From an optimization exercise on the open Yosys and OpenROAD flow, aimed at small area, a short achievable clock period and few clock cycles per item; shortcuts taken in it are not production practice.
At most, simulation tests tie the RTL to the original design; equivalence was not proved.
No activity file was given, so power comes from the tool's default toggle rates.

==> flow/design.v (excerpt) <==
module mmult(
    input clk,
    input reset_n,
    input enable,
    input [0:9*8-1] A_mat,
    input [0:9*8-1] B_mat,
    output valid,
    output reg [0:9*17-1] C_mat
);
    reg [0:71] A, B;
    reg [1:0] cnt;
    wire load = !enable || !reset_n;
    assign valid = cnt[1] & cnt[0];
    wire [7:0] a0 = A[0:7];
    wire [7:0] a1 = A[24:31];
    wire [7:0] a2 = A[48:55];
    wire [7:0] b0 = B[0:7];
    wire [7:0] b1 = B[8:15];
    wire [7:0] b2 = B[16:23];
    wire [16:0] acc0 = C_mat[0:16];
    wire c00_p0_0 = ~a0[0] & ~b0[0];
    wire c00_p0_1 = ~a0[0] & ~b0[1];
    wire c00_p0_2 = ~a0[0] & ~b0[2];
    wire c00_p0_3 = ~a0[0] & ~b0[3];
    wire c00_p0_4 = ~a0[0] & ~b0[4];
    wire c00_p0_5 = ~a0[0] & ~b0[5];
    wire c00_p0_6 = ~a0[0] & ~b0[6];
    wire c00_p0_7 = ~a0[0] & ~b0[7];
    wire c00_p1_0 = ~a0[1] & ~b0[0];
    wire c00_p1_1 = ~a0[1] & ~b0[1];
    wire c00_p1_2 = ~a0[1] & ~b0[2];
    wire c00_p1_3 = ~a0[1] & ~b0[3];
    wire c00_p1_4 = ~a0[1] & ~b0[4];
    wire c00_p1_5 = ~a0[1] & ~b0[5];
    wire c00_p1_6 = ~a0[1] & ~b0[6];
    wire c00_p1_7 = ~a0[1] & ~b0[7];
    wire c00_p2_0 = ~a0[2] & ~b0[0];
    wire c00_p2_1 = ~a0[2] & ~b0[1];
    wire c00_p2_2 = ~a0[2] & ~b0[2];
    wire c00_p2_3 = ~a0[2] & ~b0[3];
    wire c00_p2_4 = ~a0[2] & ~b0[4];
    wire c00_p2_5 = ~a0[2] & ~b0[5];
    wire c00_p2_6 = ~a0[2] & ~b0[6];
    wire c00_p2_7 = ~a0[2] & ~b0[7];
    wire c00_p3_0 = ~a0[3] & ~b0[0];
    wire c00_p3_1 = ~a0[3] & ~b0[1];
    wire c00_p3_2 = ~a0[3] & ~b0[2];
  ...
export LEC_CHECK = 0
export CAP_MARGIN = 20
export CORE_MARGIN = 2
export CORE_UTILIZATION = 40
export CTS_CLUSTER_DIAMETER = 150
export CTS_CLUSTER_SIZE = 20
export SLEW_MARGIN = 20
create_clock -name core_clock -period 11.0 [get_ports {clk}]
standard.sh (not shown) runs the stock make flow with config.mk's settings and CLKGATE_MAP_FILE= SYNTH_SCRIPT=/design/flow/synth_recipe.tcl, a recipe that flattens the netlist after the stock synthesis.
==> flow/flow/run.sh <==
#!/bin/bash
# Standard layout, with these changes: Yosys's "abc -fast" pre-pass is skipped
# (so the full adders extract with clean polarity), the port buffers are the
# smallest plain buffer instead of the delay buffer buffer_ports picks, and
# timing repair aims for 6.6 ns of setup slack instead of 0.
export SYNTH_ARGS=-noabc
export BUFFER_PORTS_ARGS="-buffer_cell sky130_fd_sc_hd__buf_1"
export SETUP_SLACK_MARGIN=6.6
bash standard.sh > standard.log 2>&1
Testbench counts at the start, summed over its fixed seeds: cycles 2,048, items 512.
Change:
--- a/flow/design.v
+++ b/flow/design.v
@@ -1621,15 +1621,15 @@
     wire [16:0] c22_s = {acc8[16], acc8[15], c22_w111, c22_w109, c22_w106, c22_w104, c22_w102, c22_w100, c22_w98, c22_w96, c22_w94, c22_w92, c22_w90, c22_w88, c22_w86, c22_p1_0, acc8[0]} + {1'b0, c22_w112, c22_w110, c22_w108, c22_w107, c22_w105, c22_w103, c22_w101, c22_w99, c22_w97, c22_w95, c22_w93, c22_w91, c22_w89, c22_w87, c22_w85, c22_p0_0};
     always @(posedge clk) begin
         if (load) begin
             A <= ~A_mat;
             B <= ~B_mat;
             cnt <= 2'd0;
             C_mat <= 153'd0;
         end else begin
             A <= {A[8:23], 8'hff, A[32:47], 8'hff, A[56:71], 8'hff};
-            B <= {B[24:71], 24'hffffff};
+            B[0:47] <= B[24:71];
             if (!valid) cnt <= cnt + 2'd1;
             C_mat <= {c00_s, c01_s, c02_s, c10_s, c11_s, c12_s, c20_s, c21_s, c22_s};
         end
     end
 endmodule
What happened: Combinational power rises slightly. Die area grows slightly. Total power climbs slightly. Design area went up slightly. Utilization is lower by 0.14 points. Critical path depth stays the same. Global-route usage is higher by 0.15 points. Area after synthesis came out higher slightly. Worst setup slack loses 0.058 ns. Non-clock buffer count falls by 7.
Testbench counts after the change, summed over its fixed seeds: cycles 2,048, items 512.

== run 1 ==
Another version of the RTL of mmult (not shown whole).
For scale: ~3000 cells after synthesis, roughly 300 flip-flops, about 29000 sq um of cells after synthesis.
Design mmult, start of the top module:
module mmult(
    input clk,
    input reset_n,
    input enable,
    input [0:9*8-1] A_mat,
    input [0:9*8-1] B_mat,
    output valid,
    output reg [0:9*17-1] C_mat
);
==> flow/config.mk <==
export PLATFORM = sky130hd
export DESIGN_NAME = mmult
export DESIGN_NICKNAME = mmult
export VERILOG_FILES = /design/flow/design.v
export SDC_FILE = /design/flow/constraint.sdc
export NUM_CORES = 4
export LEC_CHECK = 0
export CAP_MARGIN = 20
export CORE_MARGIN = 2
export CORE_UTILIZATION = 40
export SLEW_MARGIN = 20
==> flow/constraint.sdc <==
create_clock -name core_clock -period 11.0 [get_ports {clk}]
set_input_delay 2.2000 -clock core_clock [delete_from_list [all_inputs] [get_ports {clk}]]
set_output_delay 2.2000 -clock core_clock [all_outputs]
set_load 0.01 [all_outputs]
Scripts as last shown in full above: flow/flow/run.sh
Run 1 ran to completion and came out clean on the timing, DRC and antenna checks.
Changes in run 2 relative to run 1:
diff --git a/flow/design.v b/flow/design.v
--- a/flow/design.v
+++ b/flow/design.v
@@ -1620,16 +1620,16 @@
     wire c22_w112 = (acc8[14] & c22_p7_7) | (acc8[14] & c22_w84) | (c22_p7_7 & c22_w84);
     wire [16:0] c22_s = {acc8[16], acc8[15], c22_w111, c22_w109, c22_w106, c22_w104, c22_w102, c22_w100, c22_w98, c22_w96, c22_w94, c22_w92, c22_w90, c22_w88, c22_w86, c22_p1_0, acc8[0]} + {1'b0, c22_w112, c22_w110, c22_w108, c22_w107, c22_w105, c22_w103, c22_w101, c22_w99, c22_w97, c22_w95, c22_w93, c22_w91, c22_w89, c22_w87, c22_w85, c22_p0_0};
     always @(posedge clk) begin
         if (load) begin
             A <= A_mat;
             B <= B_mat;
             cnt <= 2'd0;
             C_mat <= 153'd0;
         end else begin
             A <= {A[8:23], 8'd0, A[32:47], 8'd0, A[56:71], 8'd0};
-            B <= {B[24:71], 24'd0};
+            B[0:47] <= B[24:71];
             if (!valid) cnt <= cnt + 2'd1;
             C_mat <= {c00_s, c01_s, c02_s, c10_s, c11_s, c12_s, c20_s, c21_s, c22_s};
         end
     end
 endmodule
--- outcome ---
- Synthesized cell count (run 2 vs. run 1) decreases slightly
- Footprint of the multi-input gates shrinks slightly when moving from run 1 to run 2.
- Run 2 against run 1: mux share of post-synthesis cell area shows no meaningful change, routed wire length fell 3.3 mm, post-layout instance area now sits at about the same level, count of fill cells added during filler insertion picked up an extra 40.
Testbench counts of run 2, summed over its fixed seeds: cycles 2,048, items 512.
For run 1, only the layout was checked, not whether the RTL still works.

==> static timing again, ports no longer ideal <==
Ports are ideal in the flow. The routed layouts listed here were re-timed in OpenROAD. Step 1 assumes that a clkbuf_16 drives the clock port and a buf_2 every other input. Step 2 adds t to the input delays and takes it off the output delays; t is the mean of the earliest and latest rising clock arrival at the registers after step 1. Input paths then give back, and output paths get back, about the clock's delay inside the block. Slacks: no drivers / after step 1 / after step 2; pairs: no drivers / after step 1.
| run | shift t [ns] | setup slack, ns | worst setup path after step 2 |
|---|---|---|---|
| the first run of note 1 | 0.613 | 6.796 / 6.796 / 6.363 | input to register |
| the second run of note 1 | 0.604 | 6.739 / 6.739 / 6.491 | input to register |
| run 1 | 0.625 | 6.717 / 6.717 / 6.342 | input to register |
| run 2 | 0.641 | 6.753 / 6.753 / 6.264 | input to register |
After both steps every run listed still meets setup and hold. The setup slack of run 2, which loses most, moves by 0.000 ns with the drivers and by -0.489 ns with both steps.
